Context: an optimization exercise on an open-source flow, tuned for small area and a short achievable clock period. The choices shown serve that exercise and are no tape-out recipe.
Only simulation tests tie the RTL to the original design; equivalence was not proved.
Power figures rest on the tool's default switching activity, not on a simulated workload.

==> run Y: inputs <==
## AHB_Mul
module AHB_Mul(
    input HCLK,
    input HRESETn,
    input [31:0]M_AHB_0_haddr,
    input [2:0]M_AHB_0_hburst,
    input M_AHB_0_hmastlock,
    input [3:0]M_AHB_0_hprot,
    output reg [31:0]M_AHB_0_hrdata,
    output M_AHB_0_hready,
    output M_AHB_0_hresp,
    input [2:0]M_AHB_0_hsize,
    input [1:0]M_AHB_0_htrans,
    input [31:0]M_AHB_0_hwdata,
    input M_AHB_0_hwrite,
    output[3:0] led
    );
==> module AHB_Mul, before the edit <==
module AHB_Mul(
    input HCLK,
    input HRESETn,
    input [31:0]M_AHB_0_haddr,
    input [2:0]M_AHB_0_hburst,
    input M_AHB_0_hmastlock,
    input [3:0]M_AHB_0_hprot,
    output reg [31:0]M_AHB_0_hrdata,
    output M_AHB_0_hready,
    output M_AHB_0_hresp,
    input [2:0]M_AHB_0_hsize,
    input [1:0]M_AHB_0_htrans,
    input [31:0]M_AHB_0_hwdata,
    input M_AHB_0_hwrite,
    output[3:0] led
    );
    assign M_AHB_0_hready = 1'b1;
    assign M_AHB_0_hresp = 1'b0;
    reg [31:0] mem_A, mem_B, mem_C, mem_D, mem_E, mem_F, mem_G, mem_H;
    reg [31:0] p_s, p_c;      
    reg [2:0] p_t;        
    reg [6:0] p_3;        
    reg        w_act;         
    reg [3:0]  addr_q;        
    assign led[3:0] = mem_A[3:0];
    always @(posedge HCLK) begin
        w_act  <= HRESETn & M_AHB_0_htrans[1] & M_AHB_0_hwrite;
        addr_q <= M_AHB_0_haddr[5:2];
    end
    wire [31:0] wd = M_AHB_0_hwdata;
    wire mul_we = w_act & ~addr_q[3];
    wire p_we   = w_act & (addr_q == 4'h8);
    wire [31:0] wdr = wd & {32{HRESETn}};
    wire [7:0] ld;
    genvar i;
    generate for (i = 0; i < 8; i = i + 1) begin : g_ld
        assign ld[i] = ~HRESETn | (w_act & (addr_q == i));
    end endgenerate
    always @(posedge HCLK) begin
        if (ld[0]) mem_A <= wdr;
        if (ld[1]) mem_B <= wdr;
        if (ld[2]) mem_C <= wdr;
        if (ld[3]) mem_D <= wdr;
        if (ld[4]) mem_E <= wdr;
        if (ld[5]) mem_F <= wdr;
        if (ld[6]) mem_G <= wdr;
        if (ld[7]) mem_H <= wdr;
    end
    reg p_one;
    wire p_en = w_act & (~addr_q[3] | p_we);
    always @(posedge HCLK)
        p_one <= ~HRESETn | (p_one & ~p_en);
    wire [31:0] p = (p_one | p_we) ? 32'h1 : p_s + p_c + {^p_t, p_3, 24'h0};
    wire [31:0] ms, mc;
    wire [2:0] mt;
    wire [6:0] m3;
    AHB_Mul_booth u_mul (.p(wd), .d(p), .ms(ms), .mc(mc), .mt(mt), .m3(m3));
    always @(posedge HCLK) begin
        if (p_en) begin
            p_s <= ms;
            p_c <= mc;
            p_t <= mt;
            p_3 <= m3;
        end
    end
    always @(*) begin
        case (addr_q)
            4'h0 : M_AHB_0_hrdata = mem_A;
            4'h1 : M_AHB_0_hrdata = mem_B;
            4'h2 : M_AHB_0_hrdata = mem_C;
            4'h3 : M_AHB_0_hrdata = mem_D;
            4'h4 : M_AHB_0_hrdata = mem_E;
            4'h5 : M_AHB_0_hrdata = mem_F;
            4'h6 : M_AHB_0_hrdata = mem_G;
            4'h7 : M_AHB_0_hrdata = mem_H;
            4'h8 : M_AHB_0_hrdata = p;
            default : M_AHB_0_hrdata = 32'h0;
        endcase
    end
endmodule
export LEC_CHECK = 0
export ABC_AREA = 1
export CAP_MARGIN = 20
export CORE_MARGIN = 2
export CORE_UTILIZATION = 40
export PLACE_DENSITY = 0.6
export SETUP_SLACK_MARGIN = 4.5
export SLEW_MARGIN = 20
create_clock -name core_clock -period 10.0 [get_ports {HCLK}]
standard.sh (not shown) runs the stock make flow with config.mk's settings and CLKGATE_MAP_FILE= SYNTH_SCRIPT=/design/flow/synth_recipe.tcl, a recipe that flattens the netlist after the stock synthesis.
==> flow/flow/run.sh <==
#!/bin/bash
# Own layout flow: the standard synthesis and layout, with two changes:
#  - after synthesis, fixfa.py removes the inverters that Yosys's full-adder
#    extraction leaves between adder cells (each adder may be swapped for its
#    complemented form, fa(~a,~b,~c) = ~fa(a,b,c));
#  - the port buffers are buf_4 cells instead of the slow delay buffers that
#    buffer_ports picks by default.
# Each tool's full output goes to a log file of its own in this folder.
set -euo pipefail
R=orfs/results/sky130hd/AHB_Mul/base
bash standard.sh synth > synth.log 2>&1
cp $R/1_2_yosys.v yosys_orig.v
python3 flow/fixfa.py yosys_orig.v $R/1_2_yosys.v > fixfa.log 2>&1
rm -f $R/1_synth.odb $R/1_synth.sdc
bash standard.sh BUFFER_PORTS_ARGS="-buffer_cell sky130_fd_sc_hd__buf_4" finish > finish.log 2>&1
Other scripts of this flow, unchanged in this note and not shown: flow/flow/fixfa.py
==> run H (differences from run Y) <==
--- a/flow/design.v
+++ b/flow/design.v
@@ -66,16 +66,17 @@
     end
+    reg [31:0] rd_ah;
     always @(*) begin
-        case (addr_q)
-            4'h0 : M_AHB_0_hrdata = mem_A;
-            4'h1 : M_AHB_0_hrdata = mem_B;
-            4'h2 : M_AHB_0_hrdata = mem_C;
-            4'h3 : M_AHB_0_hrdata = mem_D;
-            4'h4 : M_AHB_0_hrdata = mem_E;
-            4'h5 : M_AHB_0_hrdata = mem_F;
-            4'h6 : M_AHB_0_hrdata = mem_G;
-            4'h7 : M_AHB_0_hrdata = mem_H;
-            4'h8 : M_AHB_0_hrdata = p;
-            default : M_AHB_0_hrdata = 32'h0;
+        case (addr_q[2:0])
+            3'h0 : rd_ah = mem_A;
+            3'h1 : rd_ah = mem_B;
+            3'h2 : rd_ah = mem_C;
+            3'h3 : rd_ah = mem_D;
+            3'h4 : rd_ah = mem_E;
+            3'h5 : rd_ah = mem_F;
+            3'h6 : rd_ah = mem_G;
+            default : rd_ah = mem_H;
         endcase
     end
+    always @(*)
+        M_AHB_0_hrdata = addr_q[3] ? (addr_q[2:0] == 3'h0 ? p : 32'h0) : rd_ah;
 endmodule
SETUP_SLACK_MARGIN = 4.7   (was 4.5)
==> run X (differences from run Y) <==
--- a/flow/design.v
+++ b/flow/design.v
@@ -31,3 +31,2 @@
     wire [31:0] wd = M_AHB_0_hwdata;
-    wire mul_we = w_act & ~addr_q[3];
     wire p_we   = w_act & (addr_q == 4'h8);
@@ -53,3 +52,9 @@
         p_one <= ~HRESETn | (p_one & ~p_en);
-    wire [31:0] p = (p_one | p_we) ? 32'h1 : p_s + p_c + {^p_t, p_3, 24'h0};
+    wire [31:24] t3 = {^p_t, p_3};
+    wire [31:24] x3 = p_s[31:24] ^ p_c[31:24] ^ t3;
+    wire [31:24] y3 = (p_s[31:24] & p_c[31:24]) | (p_s[31:24] & t3) | (p_c[31:24] & t3);
+    wire [31:0] pa = {x3, p_s[24-1:0]};
+    wire [31:0] pb = {y3[30:24], 1'b0, p_c[24-1:0]};
+    wire [31:0] p = (p_one | p_we) ? 32'h1 : pa + pb;
+    wire [31:0] dm = p_en ? wd : 32'h1;
     wire [31:0] ms, mc;
@@ -57,25 +62,24 @@
     wire [6:0] m3;
-    AHB_Mul_booth u_mul (.p(wd), .d(p), .ms(ms), .mc(mc), .mt(mt), .m3(m3));
+    AHB_Mul_booth u_mul (.p(dm), .d(p), .ms(ms), .mc(mc), .mt(mt), .m3(m3));
     always @(posedge HCLK) begin
-        if (p_en) begin
-            p_s <= ms;
-            p_c <= mc;
-            p_t <= mt;
-            p_3 <= m3;
-        end
+        p_s <= ms;
+        p_c <= mc;
+        p_t <= mt;
+        p_3 <= m3;
     end
+    reg [31:0] rd_ah;
     always @(*) begin
-        case (addr_q)
-            4'h0 : M_AHB_0_hrdata = mem_A;
-            4'h1 : M_AHB_0_hrdata = mem_B;
-            4'h2 : M_AHB_0_hrdata = mem_C;
-            4'h3 : M_AHB_0_hrdata = mem_D;
-            4'h4 : M_AHB_0_hrdata = mem_E;
-            4'h5 : M_AHB_0_hrdata = mem_F;
-            4'h6 : M_AHB_0_hrdata = mem_G;
-            4'h7 : M_AHB_0_hrdata = mem_H;
-            4'h8 : M_AHB_0_hrdata = p;
-            default : M_AHB_0_hrdata = 32'h0;
+        case (addr_q[2:0])
+            3'h0 : rd_ah = mem_A;
+            3'h1 : rd_ah = mem_B;
+            3'h2 : rd_ah = mem_C;
+            3'h3 : rd_ah = mem_D;
+            3'h4 : rd_ah = mem_E;
+            3'h5 : rd_ah = mem_F;
+            3'h6 : rd_ah = mem_G;
+            default : rd_ah = mem_H;
         endcase
     end
+    always @(*)
+        M_AHB_0_hrdata = addr_q[3] ? (addr_q[2:0] == 3'h0 ? p : 32'h0) : rd_ah;
 endmodule
--- a/flow/flow/run.sh
+++ b/flow/flow/run.sh
@@ -5,3 +5,3 @@
 #    complemented form, fa(~a,~b,~c) = ~fa(a,b,c));
-#  - the port buffers are buf_4 cells instead of the slow delay buffers that
+#  - the port buffers are buf_1 cells instead of the slow delay buffers that
 #    buffer_ports picks by default.
@@ -14,2 +14,2 @@
 rm -f $R/1_synth.odb $R/1_synth.sdc
-bash standard.sh BUFFER_PORTS_ARGS="-buffer_cell sky130_fd_sc_hd__buf_4" finish > finish.log 2>&1
+bash standard.sh BUFFER_PORTS_ARGS="-buffer_cell sky130_fd_sc_hd__buf_1" finish > finish.log 2>&1
CTS_CLUSTER_DIAMETER = 80   (was not set)
CTS_CLUSTER_SIZE = 25   (was not set)
==> results.txt <==
| quantity | run Y | run H | run X |
|---|---|---|---|
| Outcome | finished clean | finished clean | finished clean |
| Initial Util | 40.6% | 40.6% | 40.6% |
| Reg power frac | 32.7% | 31.6% | 48.9% |
| Net count of the mapped netlist | 2863 | 2850 | 2794 |
| GR Layer Usage met3 | 6.12% | 6.34% | 5.36% |
| Vias post-DR | 20100 | 20600 | 19600 |
| Horizontal die dimension | 254 um | 255 um | 249 um |
| Final Util | 47.5% | 48.3% | 45.2% |
| Worst-Skew Late Latency | 0.58 ns | 0.58 ns | 0.61 ns |
| Total clock buffers created by CTS | 37 | 39 | 23 |
| Post-Layout Cell Count | 3431 | 3445 | 3302 |
| Slowest-stage cell, CP | sky130_fd_sc_hd__edfxtp_1 | sky130_fd_sc_hd__fa_1 | sky130_fd_sc_hd__fa_1 |
| Detailed-routed wire length on met3 | 9570 um | 10400 um | 8750 um |
| Inserted Diodes | 0 | 1 | 3 |
| DR WL/cell | 25.7 um | 27.1 um | 26.0 um |
| Area growth from synthesis to layout | 17.1% | 19.0% | 11.5% |
| Post-route cell area | 29400 um^2 | 29900 um^2 | 26700 um^2 |
| Critical path depth | 14 | 11 | 11 |
| M1 wire length | 34300 um | 35800 um | 33400 um |
| Fraction of area in clock buffers and inverters | 4.06% | 4.23% | 2.79% |
| Power per standard cell area | 193 nW/um^2 | 195 nW/um^2 | 127 nW/um^2 |
| Reg2reg end | p_c[30] | p_c[27] | p_c[22] |

[afterwards: timing with drivers on the ports]
Ports are ideal in the flow. The routed layouts listed here were re-timed in OpenROAD. Step 1, drivers: a clkbuf_16 drives HCLK and a buf_2 each remaining input, both assumed. Step 2 adds t to the input delays and takes it off the output delays; t is the mean of the earliest and latest rising clock arrival at the registers after step 1. Input paths then give back, and output paths get back, about the clock's delay inside the block. a / b / c = ideal / step 1 / step 2; a / b = the first two.
run	shift t [ns]	slack for setup (ns)	worst slew at a driven data input, ns
run Y	0.627	4.499 / 4.435 / 3.963	0.07
run H	0.623	4.705 / 4.703 / 4.093	0.10
run X	0.646	4.389 / 4.325 / 3.835	0.09
After both steps setup and hold are still met in every run listed. The setup slack of run H, which loses most, moves by -0.002 ns with the drivers and by -0.612 ns with both steps.
